This is an optimization exercise on Yosys and OpenROAD, whose aim is small area and a short achievable clock period, not a production implementation. RTL that was checked went through simulation tests only; none was proved equivalent to the original. No activity file was given, so power comes from the tool's default toggle rates.

JK:
// TaskInjector
module TaskInjector
#(
    parameter logic [31:0] INJECTOR_ADDRESS = 32'hE0000000,
    parameter              FLIT_SIZE        = 32,
    parameter              INJECT_MAPPER    = 0
)
(
    input  logic                     clk_i,
    input  logic                     rst_ni,
    input  logic                     src_eoa_i,
    input  logic                     src_rx_i,
    output logic                     src_credit_o,
    input  logic [(FLIT_SIZE - 1):0] src_data_i,
    input  logic [15:0]              mapper_address_i,
    output logic                     noc_tx_o,
    output logic                     noc_eop_o,
    input  logic                     noc_credit_i,
    output logic [(FLIT_SIZE - 1):0] noc_data_o,
    input  logic                     noc_rx_i,
    input  logic                     noc_eop_i,
    output logic                     noc_credit_o,
    input  logic [(FLIT_SIZE - 1):0] noc_data_i
);
Size in the first run: roughly 11,000 cells after synthesis, roughly 4,500 flip-flops.
clock: 5.5 ns
lec_check: 0
abc_clock_period_in_ps: 2000
cap_margin: 20
core_margin: 2
core_utilization: 55
cts_cluster_diameter: 60
cts_cluster_size: 25
setup_slack_margin: 2.75
slew_margin: 20
run.sh (not shown) runs the stock make flow with config.mk's settings and CLKGATE_MAP_FILE= SYNTH_SCRIPT=/design/flow/synth_recipe.tcl, a recipe that flattens the netlist after the stock synthesis.
JK completed end to end with timing, DRC and antenna clean.
Changes in MS relative to JK:
==> flow/flow/run.sh (new file) <==
#!/bin/bash
# The standard layout (standard.sh), unchanged except that the input and
# output port buffers are plain buffers (buf_4) instead of the delay buffer
# that buffer_ports picks on its own. The make output goes to standard_flow.log;
# ORFS keeps each step's log under orfs/logs/.
set -euo pipefail
export BUFFER_PORTS_ARGS="-buffer_cell sky130_fd_sc_hd__buf_4"
bash standard.sh > standard_flow.log 2>&1
==> flow/standard.sh (new file) <==
#!/bin/bash
# synth_recipe.tcl (not shown) runs the flow's synth.tcl, then flattens the netlist and writes it again
# the make line also repeats each setting of config.mk as NAME=value (left out here)
make -C /OpenROAD-flow-scripts/flow DESIGN_CONFIG=/design/flow/config.mk WORK_HOME=/design/flow/orfs CLKGATE_MAP_FILE= SYNTH_SCRIPT=/design/flow/synth_recipe.tcl "${@:-finish}"
removed: flow/run.sh
Notes after the runs:
Taking JK over MS, the non-clock buffer count in the final layout ratio works out to 0.940. The lower hold slack came out of JK. Slack of the worst reg-to-reg path: MS higher than JK. Compared with JK, MS shows a lower wire length of the first global-routing pass. Met3 demand-to-capacity share in global routing (higher): JK.
Function was not checked in any run of this note: the RTL went through the layout flow alone.

* * *

== job 9916 ==
TaskInjector, a different RTL version from the one above (not shown whole).
Size: ~11000 cells after synthesis, roughly 120 I/O pins.
Settings: LEC_CHECK=0, ABC_CLOCK_PERIOD_IN_PS=1000, CAP_MARGIN=20, CORE_MARGIN=2, CORE_UTILIZATION=78, CTS_CLUSTER_DIAMETER=60, CTS_CLUSTER_SIZE=25, SETUP_SLACK_MARGIN=2.9, SLEW_MARGIN=20, TNS_END_PERCENT=5; clock period 5.5 ns.
standard.sh (not shown) runs the stock make flow with config.mk's settings and CLKGATE_MAP_FILE= SYNTH_SCRIPT=/design/flow/synth_recipe.tcl, a recipe that flattens the netlist after the stock synthesis.
==> flow/flow/run.sh <==
#!/bin/bash
# The standard layout (standard.sh), unchanged except that the input and
# output port buffers are plain buffers (buf_4) instead of the delay buffer
# that buffer_ports picks on its own. The make output goes to standard_flow.log;
# ORFS keeps each step's log under orfs/logs/.
set -euo pipefail
export BUFFER_PORTS_ARGS="-buffer_cell sky130_fd_sc_hd__buf_4"
bash standard.sh > standard_flow.log 2>&1
The following lists how job 2620 was set up differently from job 9916:
diff --git a/flow/config.mk b/flow/config.mk
--- a/flow/config.mk
+++ b/flow/config.mk
@@ -10,6 +10,6 @@
 export CORE_MARGIN = 2
-export CORE_UTILIZATION = 78
+export CORE_UTILIZATION = 62
 export CTS_CLUSTER_DIAMETER = 60
 export CTS_CLUSTER_SIZE = 25
-export SETUP_SLACK_MARGIN = 2.9
+export SETUP_SLACK_MARGIN = 2.75
 export SLEW_MARGIN = 20
Notes after the runs:
- Layout overhead on the synthesized area in job 2620 is 0.50 points higher than in job 9916
- Job 2620 gives less non-clock buffer count than job 9916 did.
- Comparing average detailed-routed wire length per instance for job 9916 and job 2620, the bigger number came from job 9916.
- Re placer congestion estimate: job 9916 was higher than job 2620.
- The timing endpoint of the critical path comes out w_lo_q[5]$_DFF_PN0_ in one run and grp_q[0][6]$_DFF_P_ in the other, namely in job 2620 and job 9916 respectively.
- Job 2620 vs job 9916, highest-delay cell along the critical path: or3b_2 vs inv_1
- Job 2620 vs job 9916 on count of clock-buffer cells in the layout: job 2620 is the higher one.
- The final area in job 2620 was higher than what job 9916 gave.
- The run showing the greater detailed placer's ending HPWL is job 9916.
- Between job 2620 and job 9916, the remaining routing DRC violations does not differ in any meaningful way.
- Wire: job 2620 routes less than job 9916
Setup changes, job 2620 to job 4518
diff --git a/flow/config.mk b/flow/config.mk
--- a/flow/config.mk
+++ b/flow/config.mk
@@ -10,6 +10,6 @@
 export CORE_MARGIN = 2
-export CORE_UTILIZATION = 62
+export CORE_UTILIZATION = 70
 export CTS_CLUSTER_DIAMETER = 60
 export CTS_CLUSTER_SIZE = 25
-export SETUP_SLACK_MARGIN = 2.75
+export SETUP_SLACK_MARGIN = 2.9
 export SLEW_MARGIN = 20
## What came out
Job 4518 vs job 2620, end point of the critical path: noc_data_o[1] vs w_lo_q[5]$_DFF_PN0_
Between job 4518 and job 2620, it is job 4518 whose number of placed instances with taps included is lower, by 293.
Job 4518: number of clock buffers in the layout higher than job 2620
Job 4518 against job 2620; total of plain and repair buffers excluding clock buffers is up by a little under 10%.
Against job 2620 as the reference, job 4518 delivers a lower largest incremental delay on the critical path.
Job 2620 fits on a die that is larger than the die of job 4518.
Flip-flop and latch count after synthesis came out exactly the same in job 2620 and job 4518.
Of job 2620 and job 4518, the run reporting the lower first-pass GRT wire length was job 4518.
Of job 2620 and job 4518, the run reporting the lower post-route clock period utilization was job 4518.
Looking at total power across job 2620 and job 4518, the one that comes out lower is job 4518.
The worst clock skew was comparable across job 2620 and job 4518.
> inputs changed (job 4518 -> job 4953)
diff --git a/flow/config.mk b/flow/config.mk
--- a/flow/config.mk
+++ b/flow/config.mk
@@ -10,6 +10,6 @@
 export CORE_MARGIN = 2
-export CORE_UTILIZATION = 70
+export CORE_UTILIZATION = 55
 export CTS_CLUSTER_DIAMETER = 60
 export CTS_CLUSTER_SIZE = 25
-export SETUP_SLACK_MARGIN = 2.9
+export SETUP_SLACK_MARGIN = 2.75
 export SLEW_MARGIN = 20
--- outcome ---
Delta (job 4953 minus job 4518): maximum number of pins on one net before global-route repair has decreased; detailed-routing wirelength on met1 grew by 14%; number of placed instances, taps included picked up an extra 5.1%; number of signal-net buffers in the layout went up; number of clock buffer instances in the layout now sits higher.

[port drivers added, routing unchanged]
No port has a modelled driver above. Below, the same layouts with a new extraction and two added sets of constraints.
Step 1: set_driving_cell puts a clkbuf_16 on clk_i and a buf_2 on each other input, an assumption about the parent block.
Step 2, shift: input delay + t, output delay - t, t = (earliest + latest rising clock arrival at the registers) / 2. This alone moves slack from input paths to output paths.
Slacks: ideal / step 1 / step 2; pairs: ideal / step 1.
run	t, ns	setup WS [ns]	worst hold slack (ns)	latest minus earliest clock arrival (ns)	cell pins on the clock port's net
JK	0.992	2.271 / 2.271 / 1.987	0.275 / 0.202 / 0.365	0.032 / 0.033	1
MS	0.996	2.302 / 2.302 / 2.046	0.306 / 0.238 / 0.355	0.055 / 0.055	1
job 9916	0.990	2.570 / 2.570 / 2.291	0.070 / 0.031 / 0.340	0.072 / 0.072	1
job 2620	0.989	2.671 / 2.581 / 2.295	0.241 / 0.193 / 0.362	0.050 / 0.050	1
job 4518	0.983	2.763 / 2.685 / 2.368	0.128 / 0.079 / 0.354	0.051 / 0.051	1
job 4953	0.980	2.604 / 2.603 / 2.262	0.208 / 0.155 / 0.357	0.052 / 0.053	1
After both steps setup and hold are still met in every run listed. For job 4518, which loses most, drivers alone change the setup slack by -0.078 ns; drivers and shift together by -0.395 ns.
